This design comes from an exercise in tuning for small area and a short achievable clock period on the open sky130 flow, not from production work.
Function was checked by simulation only, so behaviour that the tests miss may differ from the original.
Power figures rest on the tool's default switching activity, not on a simulated workload.

==> flow/design.v (excerpt) <==
module top_processor(
    input clk,
    input rst,
    input [3:0] rx,      
    input [3:0] ry,      
    input [3:0] rz,      
    input [3:0] op,      
    input write_en,      
    output [31:0] result_out   
);
==> flow/config.mk <==
export PLATFORM = sky130hd
export DESIGN_NAME = top_processor
export DESIGN_NICKNAME = top_processor
export VERILOG_FILES = /design/flow/design.v
export SDC_FILE = /design/flow/constraint.sdc
export NUM_CORES = 4
export LEC_CHECK = 0
export CAP_MARGIN = 20
export CORE_MARGIN = 2
export CORE_UTILIZATION = 45
export CTS_BUF_LIST = sky130_fd_sc_hd__clkbuf_16
export CTS_CLUSTER_DIAMETER = 80
export CTS_CLUSTER_SIZE = 24
export SETUP_SLACK_MARGIN = 2.5
export SLEW_MARGIN = 20
==> flow/constraint.sdc <==
create_clock -name core_clock -period 8.0 [get_ports {clk}]
set_input_delay 1.6000 -clock core_clock [delete_from_list [all_inputs] [get_ports {clk}]]
set_output_delay 1.6000 -clock core_clock [all_outputs]
set_load 0.01 [all_outputs]
standard.sh (not shown) runs the stock make flow with config.mk's settings and CLKGATE_MAP_FILE= SYNTH_SCRIPT=/design/flow/synth_recipe.tcl, a recipe that flattens the netlist after the stock synthesis.
==> flow/flow/run.sh <==
#!/bin/bash
# Own flow: the standard ORFS flow, except that ABC maps the logic with an
# area-recovering script (flow/abc_area.scr) instead of ORFS's delay-first one.
# Registers are mapped by the unchanged dfflibmap step, so their names and cells
# are those of the standard synthesis.
set -euo pipefail
W=$(pwd)
F=$W/flow
{
  cat <<'T'
proc abc {args} {
  set i [lsearch $args -script]
  if {$i >= 0} { lset args [expr {$i + 1}] $::env(OWN_ABC_SCRIPT) }
  yosys abc {*}$args
}
T
  cat "$W/synth_recipe.tcl"
} > "$W/own_synth.tcl"
sed "s#$W/synth_recipe.tcl#$W/own_synth.tcl#g" "$W/standard.sh" > "$W/own_standard.sh"
grep -q own_synth.tcl "$W/own_standard.sh"
export OWN_ABC_SCRIPT=$F/abc_area.scr
bash "$W/own_standard.sh" > "$W/flow.log" 2>&1
==> flow/flow/abc_area.scr <==
&get -n
&st
&dch
&nf -R 1000
&put
topo
stime -c
Edit:
SETUP_SLACK_MARGIN = 2.8   (was 2.5)
Result: The changed run finished with timing, DRC and antenna clean. Worst setup slack gains 0.056 ns. Via count goes up by a few percent. Area after synthesis stays the same. Total power goes up by a few percent. Die area is unchanged. Design area goes up by a few percent.
Edit:
==> flow/flow/run.sh (replaced) <==
#!/bin/bash
# Own flow: the standard ORFS flow with two changes to synthesis.
# - The carry network module (prefix_carry) is kept apart until ABC has
#   mapped it, with ORFS's delay-oriented ABC script (flow/abc_speed.scr, a
#   copy of ORFS's abc_speed.script), so its parallel-prefix depth survives.
# - Everything else is mapped by ABC with an area-recovering script
#   (flow/abc_area.scr) instead of ORFS's delay-first one.
# The design is flattened at the end exactly as synth_recipe.tcl does, and
# registers are mapped by the unchanged dfflibmap step, so their names and
# cells are those of the standard synthesis.
set -euo pipefail
W=$(pwd)
F=$W/flow
{
  cat <<'T'
proc abc {args} {
  set i [lsearch $args -script]
  set a_area $args
  lset a_area [expr {$i + 1}] $::env(OWN_ABC_SCRIPT)
  set a_speed $args
  lset a_speed [expr {$i + 1}] $::env(OWN_ABC_SPEED_SCRIPT)
  yosys abc {*}$a_area top_processor
  yosys abc {*}$a_speed prefix_carry
}
proc synth {args} {
  if {![info exists ::own_kept]} {
    set ::own_kept 1
    yosys setattr -mod -set keep_hierarchy 1 prefix_carry
  }
  yosys synth -nofsm -noshare {*}$args
}
T
  # synth_recipe.tcl's first line defines synth as above, without the keep
  tail -n +2 "$W/synth_recipe.tcl"
} > "$W/own_synth.tcl"
head -1 "$W/synth_recipe.tcl" | grep -q '^proc synth {args} { yosys synth -nofsm -noshare {\*}$args }$'
sed "s#$W/synth_recipe.tcl#$W/own_synth.tcl#g" "$W/standard.sh" > "$W/own_standard.sh"
grep -q own_synth.tcl "$W/own_standard.sh"
export OWN_ABC_SCRIPT=$F/abc_area.scr
export OWN_ABC_SPEED_SCRIPT=$F/abc_speed.scr
bash "$W/own_standard.sh" > "$W/flow.log" 2>&1
==> flow/flow/abc_speed.scr (new file) <==
&get -n
&st
&dch
&nf
&st
&syn2
&if -g -K 6
&synch2
&nf
&st
&syn2
&if -g -K 6
&synch2
&nf
&st
&syn2
&if -g -K 6
&synch2
&nf
&st
&syn2
&if -g -K 6
&synch2
&nf
&st
&syn2
&if -g -K 6
&synch2
&nf
&put
buffer -c
topo
stime -c
upsize -c
dnsize -c
CORE_UTILIZATION = 55   (was 45)
SETUP_SLACK_MARGIN = 2.5   (was 2.8)
What happened:
- The new run finished clean
- design area is lower by a few percent
- worst hold slack improves by 0.0097 ns
- fmax goes down by a few percent
- wire length is lower by roughly a tenth
- non-clock buffer count goes down by 32
- synthesized cell count rises slightly
Edit:
==> flow/flow/run.sh (replaced) <==
#!/bin/bash
# Own flow: the standard ORFS flow, except that ABC maps the logic with an
# area-recovering script (flow/abc_area.scr) instead of ORFS's delay-first one.
# Registers are mapped by the unchanged dfflibmap step, so their names and cells
# are those of the standard synthesis.
set -euo pipefail
W=$(pwd)
F=$W/flow
{
  cat <<'T'
proc abc {args} {
  set i [lsearch $args -script]
  if {$i >= 0} { lset args [expr {$i + 1}] $::env(OWN_ABC_SCRIPT) }
  yosys abc {*}$args
}
T
  cat "$W/synth_recipe.tcl"
} > "$W/own_synth.tcl"
sed "s#$W/synth_recipe.tcl#$W/own_synth.tcl#g" "$W/standard.sh" > "$W/own_standard.sh"
grep -q own_synth.tcl "$W/own_standard.sh"
export OWN_ABC_SCRIPT=$F/abc_area.scr
bash "$W/own_standard.sh" > "$W/flow.log" 2>&1
CTS_BUF_LIST = sky130_fd_sc_hd__clkbuf_8   (was sky130_fd_sc_hd__clkbuf_16)
CTS_CLUSTER_DIAMETER = default   (was 80)
CTS_CLUSTER_SIZE = default   (was 24)
removed: flow/flow/abc_speed.scr
Worst setup slack improved by 0.26 ns. Die area falls by about 0.9%. Final area falls by about 0.9%. Fmax rises by about 4.5%. Clock power rises by 34%. Area after synthesis falls by about 0.9%. Total power rises by about 1.2%. Global-route usage rises by 1.2 points.

## static timing again, ports no longer ideal
Ports are ideal in the flow. The routed layouts listed here were re-timed in OpenROAD. Step 1, drivers: a clkbuf_16 drives clk and a buf_2 each remaining input, both assumed. Step 2 adds t to the input delays and takes it off the output delays; t is the mean of the earliest and latest rising clock arrival at the registers after step 1. Input paths then give back, and output paths get back, about the clock's delay inside the block. a / b / c = ideal / step 1 / step 2; a / b = the first two.
run | t (ns) | slack for setup (ns) | hold WS [ns] | slew at the worst register clock pin (ns)
the first run | 0.650 | 2.160 / 2.197 / 1.547 | 0.494 / 0.494 / 0.494 | 0.10 / 0.10
the second run | 0.650 | 2.215 / 2.236 / 1.586 | 0.481 / 0.481 / 0.481 | 0.10 / 0.10
the third run | 0.656 | 2.051 / 2.046 / 1.390 | 0.491 / 0.491 / 0.491 | 0.10 / 0.10
the fourth run | 0.772 | 2.306 / 2.323 / 1.551 | 0.492 / 0.492 / 0.492 | 0.07 / 0.07
After both steps setup and hold are still met in every run listed. The setup slack of the fourth run, which loses most, moves by +0.017 ns with the drivers and by -0.755 ns with both steps.
